This is an optimization exercise on Yosys and OpenROAD, whose aim is small area, not a production implementation.
RTL that was checked went through simulation tests only; none was proved equivalent to the original.
No activity file was given, so power comes from the tool's default toggle rates.

Setup of job 9782:
// top
module top(input clk, por, reset, start_stop, mode, edit_shift, inc,
           output reg buzzer, output [0:6] seg, output [3:0] digit, output [4:0] mode_value);
For scale: about 820 cells after synthesis, about 24 I/O pins, ~6000 µm² of cells after synthesis.
clock: 10.0 ns
lec_check: 0
cap_margin: 20
core_margin: 2
core_utilization: 40
slew_margin: 20
standard.sh (not shown) runs the stock make flow with config.mk's settings and CLKGATE_MAP_FILE= SYNTH_SCRIPT=/design/flow/synth_recipe.tcl, a recipe that flattens the netlist after the stock synthesis.
==> flow/flow/run.sh <==
#!/bin/bash
# Own layout flow: the standard flow (standard.sh) with
#  - an area-oriented ABC script for the combinational logic in synthesis
#    (same Yosys synthesis otherwise: -nofsm -noshare, flatten, renames; registers untouched),
#  - the smallest buffer cell for the port buffers,
#  - a clock tree without dummy loads, from smaller clock buffers,
# Every tool's output goes to the ORFS logs under orfs/logs/, make's output to flow.log.
set -euo pipefail
W=$(pwd)
CTS="-sink_clustering_enable -repair_clock_nets -dont_use_dummy_load $(cat flow/cts_args)"
{
  printf 'proc abc {args} { set i [lsearch $args -script]; if {$i >= 0} { lset args [expr {$i+1}] %s }; yosys abc {*}$args }\n' "$W/flow/abc_area.script"
  cat synth_recipe.tcl
} > my_synth.tcl
sed -e "s|SYNTH_SCRIPT=[^ ]*|SYNTH_SCRIPT=$W/my_synth.tcl|" \
    -e "s|\"\${@:-finish}\"|\"BUFFER_PORTS_ARGS=-buffer_cell sky130_fd_sc_hd__buf_1\" \"CTS_ARGS=$CTS\" \"\${@:-finish}\"|" \
    standard.sh > my_standard.sh
bash my_standard.sh > flow.log 2>&1
==> flow/flow/abc_area.script <==
strash
balance
rewrite
refactor
balance
rewrite
rewrite -z
balance
refactor -z
rewrite -z
balance
dch -f
amap
topo
==> flow/flow/cts_args <==
-buf_list sky130_fd_sc_hd__clkbuf_4 -root_buf sky130_fd_sc_hd__clkbuf_8 -sink_clustering_size 20 -sink_clustering_max_diameter 100
Job 9782: full flow OK, the timing, DRC and antenna checks passed
What job 5536 does differently from job 9782 at the input level:
==> flow/flow/abc_area.script <==
strash
dch -f
amap
strash
&get -n
&deepsyn -T 20
&put
dch -f
amap
topo
==> flow/flow/cts_args <==
-buf_list sky130_fd_sc_hd__clkbuf_8 -sink_clustering_size 100 -sink_clustering_max_diameter 500
--- outcome ---
Job 5536 reports a lower final instance count without filler cells than job 9782 does. Non-clock buffer count (lower): job 5536. Post-synthesis instance area, job 5536 vs job 9782: down by a few percent. Per the comparison of job 5536 with job 9782, standby leakage power level, final critical-path share of the clock period saw an increase, inverter count of the layout excluding clock inverters now larger, actual slew at the worst max-slew pin went down 170 ps. In job 5536 relative to job 9782, aggregate routed wire length had gone down by a few percent. Job 5536 against job 9782: overall track demand over capacity in global routing has decreased; post-detailed-route via-to-cell ratio has decreased; via count has decreased.
#### Input delta (job 6715 over job 5536)
==> flow/flow/run.sh <==
#!/bin/bash
# Own layout flow: the standard flow (standard.sh) with
#  - an area-oriented ABC script for the combinational logic in synthesis
#    (same Yosys synthesis otherwise: -nofsm -noshare, flatten, renames; registers untouched),
#  - the smallest buffer cell for the port buffers,
#  - a clock tree without dummy loads, from smaller clock buffers,
#  - power recovery (downsizing of non-critical cells) after global routing.
# Every tool's output goes to the ORFS logs under orfs/logs/, make's output to flow.log.
set -euo pipefail
W=$(pwd)
CTS="-sink_clustering_enable -repair_clock_nets -dont_use_dummy_load ${CTS_EXTRA:-}"
{
  printf 'proc abc {args} { set i [lsearch $args -script]; if {$i >= 0} { lset args [expr {$i+1}] %s }; yosys abc {*}$args }\n' "$W/flow/abc_area.script"
  cat synth_recipe.tcl
} > my_synth.tcl
sed -e "s|SYNTH_SCRIPT=[^ ]*|SYNTH_SCRIPT=$W/my_synth.tcl|" \
    -e "s|\"\${@:-finish}\"|RECOVER_POWER=100 \"BUFFER_PORTS_ARGS=-buffer_cell sky130_fd_sc_hd__buf_1\" \"CTS_ARGS=$CTS\" \"\${@:-finish}\"|" \
    standard.sh > my_standard.sh
bash my_standard.sh > flow.log 2>&1
==> flow/flow/abc_area.script <==
strash
balance
rewrite
refactor
balance
rewrite
rewrite -z
balance
refactor -z
rewrite -z
balance
dch -f
amap
topo
removed: flow/flow/cts_args
==> comparison <==
Complete run, failing final checks: job 6715, reason capacitance limit, slew limit. Global-route wire length before repair of job 6715 exceeds that of job 5536 by a few percent. Number of max-slew violations in the final report: job 6715 higher than job 5536. Total placed instance area: job 6715 higher than job 5536. Job 6715 vs. job 5536: part of the total power dissipated in the clock network grew by 11 points; combinational group power shrank by 55%; signed area change from the synthesized netlist to the final layout grew by 1.3 points. | post-synthesis compound-gate area fraction | lower: job 5536 |. Relative to job 5536, number of vias per cell after detailed routing has increased by about 1% in job 6715. Compared with job 5536, job 6715 shows reg-to-reg setup timing slack higher by 370 ps. Comparing job 5536 and job 6715, sequential share of layout area is lower on job 6715.
The inputs of job 5322 differ from those of job 6715 as listed below.
==> flow/flow/run.sh <==
#!/bin/bash
# Own layout flow: the standard flow (standard.sh) with
#  - an area-oriented ABC script for the combinational logic in synthesis
#    (same Yosys synthesis otherwise: -nofsm -noshare, flatten, renames; registers untouched),
#  - the smallest buffer cell for the port buffers,
#  - a clock tree without dummy loads, from smaller clock buffers,
# Every tool's output goes to the ORFS logs under orfs/logs/, make's output to flow.log.
set -euo pipefail
W=$(pwd)
CTS="-sink_clustering_enable -repair_clock_nets -dont_use_dummy_load $(cat flow/cts_args)"
{
  printf 'proc abc {args} { set i [lsearch $args -script]; if {$i >= 0} { lset args [expr {$i+1}] %s }; yosys abc {*}$args }\n' "$W/flow/abc_area.script"
  cat synth_recipe.tcl
} > my_synth.tcl
sed -e "s|SYNTH_SCRIPT=[^ ]*|SYNTH_SCRIPT=$W/my_synth.tcl|" \
    -e "s|\"\${@:-finish}\"|\"BUFFER_PORTS_ARGS=-buffer_cell sky130_fd_sc_hd__buf_1\" \"CTS_ARGS=$CTS\" \"\${@:-finish}\"|" \
    standard.sh > my_standard.sh
bash my_standard.sh > flow.log 2>&1
==> flow/flow/cts_args (new file) <==
-buf_list sky130_fd_sc_hd__clkbuf_8 -sink_clustering_size 30 -sink_clustering_max_diameter 100
Findings:
Job 5322 finished every stage and its layout cleared the timing, DRC and antenna checks.
Total power: job 5322 below job 6715
Met2 track demand over resource in global routing delta for job 5322 relative to job 6715: 0.50 points lower
Number of vias after detailed routing delta (job 6715 -> job 5322): insignificant
Any difference in via density per instance between job 6715 and job 5322 is small enough to ignore.
Function was not checked in any run of this note: the RTL went through the layout flow alone.

---

Another version of the RTL of top (not shown whole).
For scale: roughly 740 cells after synthesis, about 94 flip-flops, about 24 I/O pins, ~5300 sq um of cells after synthesis.
==> flow/config.mk <==
export PLATFORM = sky130hd
export DESIGN_NAME = top
export DESIGN_NICKNAME = top
export VERILOG_FILES = /design/flow/design.v
export SDC_FILE = /design/flow/constraint.sdc
export NUM_CORES = 4
export LEC_CHECK = 0
export CAP_MARGIN = 20
export CORE_MARGIN = 2
export CORE_UTILIZATION = 65
export SLEW_MARGIN = 20
==> flow/constraint.sdc <==
create_clock -name core_clock -period 10.0 [get_ports {clk}]
set_input_delay 2.0000 -clock core_clock [delete_from_list [all_inputs] [get_ports {clk}]]
set_output_delay 2.0000 -clock core_clock [all_outputs]
set_load 0.01 [all_outputs]
==> flow/flow/run.sh <==
#!/bin/bash
# Own layout flow: the standard flow (standard.sh) with
#  - an area-oriented ABC script for the combinational logic in synthesis, and adders left
#    to ABC instead of ORFS's adder cell mapping (same Yosys synthesis otherwise: -nofsm
#    -noshare, flatten, renames; registers untouched),
#  - the smallest buffer cell for the port buffers,
#  - a clock tree without dummy loads, from smaller clock buffers,
# Every tool's output goes to the ORFS logs under orfs/logs/, make's output to flow.log.
set -euo pipefail
W=$(pwd)
CTS="-sink_clustering_enable -repair_clock_nets -dont_use_dummy_load $(cat flow/cts_args)"
{
  printf 'proc abc {args} { set i [lsearch $args -script]; if {$i >= 0} { lset args [expr {$i+1}] %s }; yosys abc {*}$args }\n' "$W/flow/abc_area.script"
  cat synth_recipe.tcl
} > my_synth.tcl
sed -e "s|SYNTH_SCRIPT=[^ ]*|SYNTH_SCRIPT=$W/my_synth.tcl|" \
    -e "s|\"\${@:-finish}\"|ADDER_MAP_FILE= \"BUFFER_PORTS_ARGS=-buffer_cell sky130_fd_sc_hd__buf_1\" \"CTS_ARGS=$CTS\" \"\${@:-finish}\"|" \
    standard.sh > my_standard.sh
bash my_standard.sh > flow.log 2>&1
==> flow/flow/abc_area.script <==
strash
balance -l
resub -K 6 -l
rewrite -l
resub -K 6 -N 2 -l
refactor -l
resub -K 8 -l
balance -l
resub -K 8 -N 2 -l
rewrite -l
resub -K 10 -l
rewrite -z -l
resub -K 10 -N 2 -l
balance -l
resub -K 12 -l
refactor -z -l
resub -K 12 -N 2 -l
rewrite -z -l
balance -l
dch -f
amap
strash
&get -n
&deepsyn -T 30
&put
dch -f
amap -F 2 -A 8
topo
==> flow/flow/cts_args <==
-buf_list sky130_fd_sc_hd__clkbuf_8 -sink_clustering_size 100 -sink_clustering_max_diameter 500
Next try:
- CORE_UTILIZATION: 65 -> 40
Clock power is about the same. Worst setup slack got worse by 12 ps. Routed wire length climbs by 6.3%. Clock skew barely changes. Die area climbs by 60%. Critical path depth stays the same. Sequential power stays flat. Final cell count climbs by 8.0%.

---

Setup of run A:
Another version of the RTL of top (not shown whole).
Size in the first run: roughly 94 flip-flops, roughly 0.0053 sq mm of cells after synthesis.
==> flow/design.v (excerpt) <==
module top(input clk, por, reset, start_stop, mode, edit_shift, inc,
           output reg buzzer, output [0:6] seg, output [3:0] digit, output [4:0] mode_value);
export LEC_CHECK = 0
export CAP_MARGIN = 20
export CORE_MARGIN = 2
export CORE_UTILIZATION = 40
export SLEW_MARGIN = 20
create_clock -name core_clock -period 10.0 [get_ports {clk}]
==> flow/flow/cts_args <==
-buf_list sky130_fd_sc_hd__clkbuf_8 -sink_clustering_size 40 -sink_clustering_max_diameter 500 -sink_buffer_max_cap_derate 1.0
Scripts as last shown in full above: flow/flow/run.sh, flow/flow/abc_area.script
Run A did not stop at any stage, and its layout met the timing, DRC and antenna checks.
Relative to run A, the following input files were edited for run B:
==> flow/flow/cts_args <==
-buf_list sky130_fd_sc_hd__clkbuf_16 -sink_clustering_size 100 -sink_clustering_max_diameter 500 -sink_buffer_max_cap_derate 1.0
[summary]
Run A -> run B: maximum clock frequency flat. [run B] pin slew with the least headroom to its limit fell 0.026 ns relative to run A. On run B: wire length of the first global-routing pass is about 0.34% higher than what run A gave.
#### Input delta (run C over run B)
-- flow/flow/run.sh --
<<< run B, line 3
#  - an area-oriented ABC script for the combinational logic in synthesis, and adders left
#    to ABC instead of ORFS's adder cell mapping (same Yosys synthesis otherwise: -nofsm
#    -noshare, flatten, renames; registers untouched),
>>> run C, line 3
#  - an area-oriented ABC mapping of the combinational logic in synthesis: flow/abc_area.script
#    is run with several random seeds for its &deepsyn step and the smallest mapping is kept
#    (flow/abc_best.tcl); adders are left to ABC instead of ORFS's adder cell mapping. The Yosys
#    synthesis is otherwise the standard flow's (-nofsm -noshare, flatten, renames); registers are untouched,
<<< run B, line 7
#  - a clock tree without dummy loads, from smaller clock buffers,
>>> run C, line 8
#  - a clock tree without dummy loads, from smaller clock buffers (flow/cts_args).
<<< run B, line 12
>>> run C, line 13
mkdir -p abc
scripts=""
for s in 0 1 2 3 4 5 6 7 8 9 10 11; do
  sed "s/SEED/$s/" flow/abc_area.script > abc/abc_s$s.script
  scripts="$scripts $W/abc/abc_s$s.script"
done
<<< run B, line 13
  printf 'proc abc {args} { set i [lsearch $args -script]; if {$i >= 0} { lset args [expr {$i+1}] %s }; yosys abc {*}$args }\n' "$W/flow/abc_area.script"
>>> run C, line 20
  echo "set ::ABC_SCRIPTS [list$scripts]"
  cat flow/abc_best.tcl
-- flow/flow/abc_area.script --
<<< run B, line 24
&deepsyn -T 30
>>> run C, line 24
&deepsyn -T 30 -S SEED
==> flow/flow/abc_best.tcl (new file) <==
# Replaces the abc command of ORFS's synthesis: runs each ABC script in ABC_SCRIPTS on the same
# logic and keeps the mapping with the smallest cell area. Registers are not touched.
proc abc {args} {
  set i [lsearch $args -script]
  set best 1e18
  yosys design -save abc_pre
  foreach s $::ABC_SCRIPTS {
    yosys design -load abc_pre
    lset args [expr {$i + 1}] $s
    yosys abc {*}$args
    set st [tee -q -s result.string stat {*}$::lib_args]
    regexp {Chip area for module '\\top': ([0-9.]+)} $st -> a
    puts "abc script $s: area $a"
    if {$a < $best} {
      set best $a
      yosys design -save abc_best
    }
  }
  yosys design -load abc_best
  puts "abc: kept area $best"
}
==> flow/flow/cts_args <==
-buf_list sky130_fd_sc_hd__clkbuf_8 -sink_clustering_size 100 -sink_clustering_max_diameter 500
Findings:
Summary of run C over run B: end-of-flow core utilization lower, switching power total lower, number of non-filler instances in the completed layout lower. Taking run C as 1.0, run B lands at 1.13 on total power consumption of the routed design. Changes observed in run C relative to run B: number of inserted filler cells in the final layout went down, mean cell area of the mapped netlist went up.
## Diff of input files: run D against run C
-- flow/flow/run.sh --
<<< run C, line 4
#    is run with several random seeds for its &deepsyn step and the smallest mapping is kept
>>> run D, line 4
#    is run with several random seeds for its &deepsyn steps and the smallest mapping is kept
<<< run C, line 15
for s in 0 1 2 3 4 5 6 7 8 9 10 11; do
  sed "s/SEED/$s/" flow/abc_area.script > abc/abc_s$s.script
>>> run D, line 15
for s in 0 1 2 3 4 5 6 7 8 9 10 11 12 13 14 15; do
  sed "s/SEED2/$((s + 50))/; s/SEED/$s/" flow/abc_area.script > abc/abc_s$s.script
-- flow/flow/abc_area.script --
<<< run C, line 27
amap -F 2 -A 8
>>> run D, line 27
amap -F 4 -A 16
strash
&get -n
&deepsyn -T 30 -S SEED2
&put
dch -f
amap -F 4 -A 16
--- outcome ---
- Run D against run C; cell area is down slightly.
- Re wire length: run D and run C aren't equal, and the lower value belongs to run D.
- Between run C and run D, power increased.
- Of run D and run C, it is run D that has the higher global routing usage on met1.
- Run D falls short of run C in maximum frequency.
- Status: clock-cell share of area parity (run C, run D)
- Run C → run D: minimum clock period +0.18 ns; floorplan die area -0.91%.
The inputs of run E differ from those of run D as listed below.
-- flow/flow/run.sh --
<<< run D, line 4
#    is run with several random seeds for its &deepsyn steps and the smallest mapping is kept
>>> run E, line 4
#    is run with several random seeds for its &deepsyn step and the smallest mapping is kept
<<< run D, line 15
for s in 0 1 2 3 4 5 6 7 8 9 10 11 12 13 14 15; do
  sed "s/SEED2/$((s + 50))/; s/SEED/$s/" flow/abc_area.script > abc/abc_s$s.script
>>> run E, line 15
for s in 0 1 2 3 4 5; do
  sed "s/SEED/$s/" flow/abc_area.script > abc/abc_s$s.script
-- flow/flow/abc_area.script --
<<< run D, line 27
amap -F 4 -A 16
strash
&get -n
&deepsyn -T 30 -S SEED2
&put
dch -f
amap -F 4 -A 16
>>> run E, line 27
amap -F 2 -A 8
Findings:
Final total power of run E falls short of that of run D slightly. After synthesis and placement, the instance count of run E is above that of run D. The lower post-synthesis sequential area ratio of run D and run E is in run E. Per the comparison of run E with run D, core utilization of the finished layout increased by 0.21 points relative to the old numbers; part of the total power dissipated in combinational logic decreased by 0.6 points relative to the old numbers; multi-input gate share of the layout cell area increased by 0.31 points relative to the old numbers; number of nets in the layout increased by 1.5% relative to the old numbers. In the metrics for run D and run E, the one carrying the lower sequential fraction of design power is run D.
Input changes introduced in run F (baseline for comparison: run E):
-- flow/flow/run.sh --
<<< run E, line 4
#    is run with several random seeds for its &deepsyn step and the smallest mapping is kept
>>> run F, line 4
#    is run with several random seeds for its &deepsyn steps and the smallest mapping is kept
<<< run E, line 15
for s in 0 1 2 3 4 5; do
  sed "s/SEED/$s/" flow/abc_area.script > abc/abc_s$s.script
>>> run F, line 15
for s in 0 1 2 3 4 5 6 7; do
  sed "s/SEED2/$((s + 50))/; s/SEED/$s/" flow/abc_area.script > abc/abc_s$s.script
-- flow/flow/abc_area.script --
<<< run E, line 27
amap -F 2 -A 8
>>> run F, line 27
amap -F 4 -A 16
strash
&get -n
&deepsyn -T 30 -S SEED2
&put
dch -f
amap -F 4 -A 16
- seg[3] as the capturing instance or port of the critical path was reported by run F, and seg[5] by run E.
- Relative to run E, run F degrades setup slack of the critical path after layout.
- Run F against run E: arrival time at the worst endpoint grew by 0.18 ns; portion of total power attributed to the clock network -0.3 points; number of design-rule violations left by the first detailed-router iteration went down about 20%.
- Comparing run F and run E, the higher core occupancy in the finished layout is on run E.
- Measured against each other, run F and run E differ in synthesized cell area, the lower figure coming from run F.
- The actual transition at the worst max-transition pin of run F exceeds that of run E by 0.11 ns.

separate check: timing with driven ports:
In the flow no input, the clock included, has a driving cell. The finished layouts below were timed again as built, in two steps.
Step 1 assumes that a clkbuf_16 drives the clock port and a buf_2 every other input.
Step 2 moves the port delays by t, midway between the first and last clock arrival at a register: inputs arrive t later, outputs are due t later. That takes back most of the time a late clock gives input paths.
a / b / c = no drivers / after step 1 / after step 2; a / b = the first two.
run	t, ns	setup slack, ns	worst hold slack (ns)	worst setup path after step 2	worst register clock-pin slew, ns
job 9782	0.407	4.239 / 4.256 / 3.848	0.454 / 0.454 / 0.454	input to register	0.09 / 0.09
job 5536	0.415	3.452 / 3.465 / 3.050	0.461 / 0.461 / 0.461	input to register	0.10 / 0.10
job 6715	0.388	3.483 / 3.506 / 3.118	0.452 / 0.452 / 0.452	input to register	0.06 / 0.06
job 5322	0.407	4.239 / 4.256 / 3.848	0.454 / 0.454 / 0.454	input to register	0.09 / 0.09
the first run of note 2	0.385	4.056 / 4.034 / 4.034	0.425 / 0.425 / 0.425	input to output	0.09 / 0.09
the second run of note 2	0.409	4.044 / 4.020 / 4.020	0.421 / 0.421 / 0.421	input to output	0.09 / 0.09
run A	0.409	4.032 / 4.031 / 3.638	0.423 / 0.423 / 0.423	input to register	0.09 / 0.09
run B	0.381	4.044 / 4.044 / 3.679	0.420 / 0.420 / 0.420	input to register	0.07 / 0.07
run C	0.406	4.412 / 4.389 / 4.389	0.457 / 0.457 / 0.457	input to output	0.09 / 0.09
run D	0.407	4.229 / 4.207 / 4.207	0.422 / 0.422 / 0.422	input to output	0.10 / 0.10
run E	0.406	4.412 / 4.389 / 4.389	0.457 / 0.457 / 0.457	input to output	0.09 / 0.09
run F	0.407	4.229 / 4.207 / 4.207	0.422 / 0.422 / 0.422	input to output	0.10 / 0.10
The setup slack of job 5536, which loses most, moves by +0.013 ns with the drivers and by -0.402 ns with both steps.
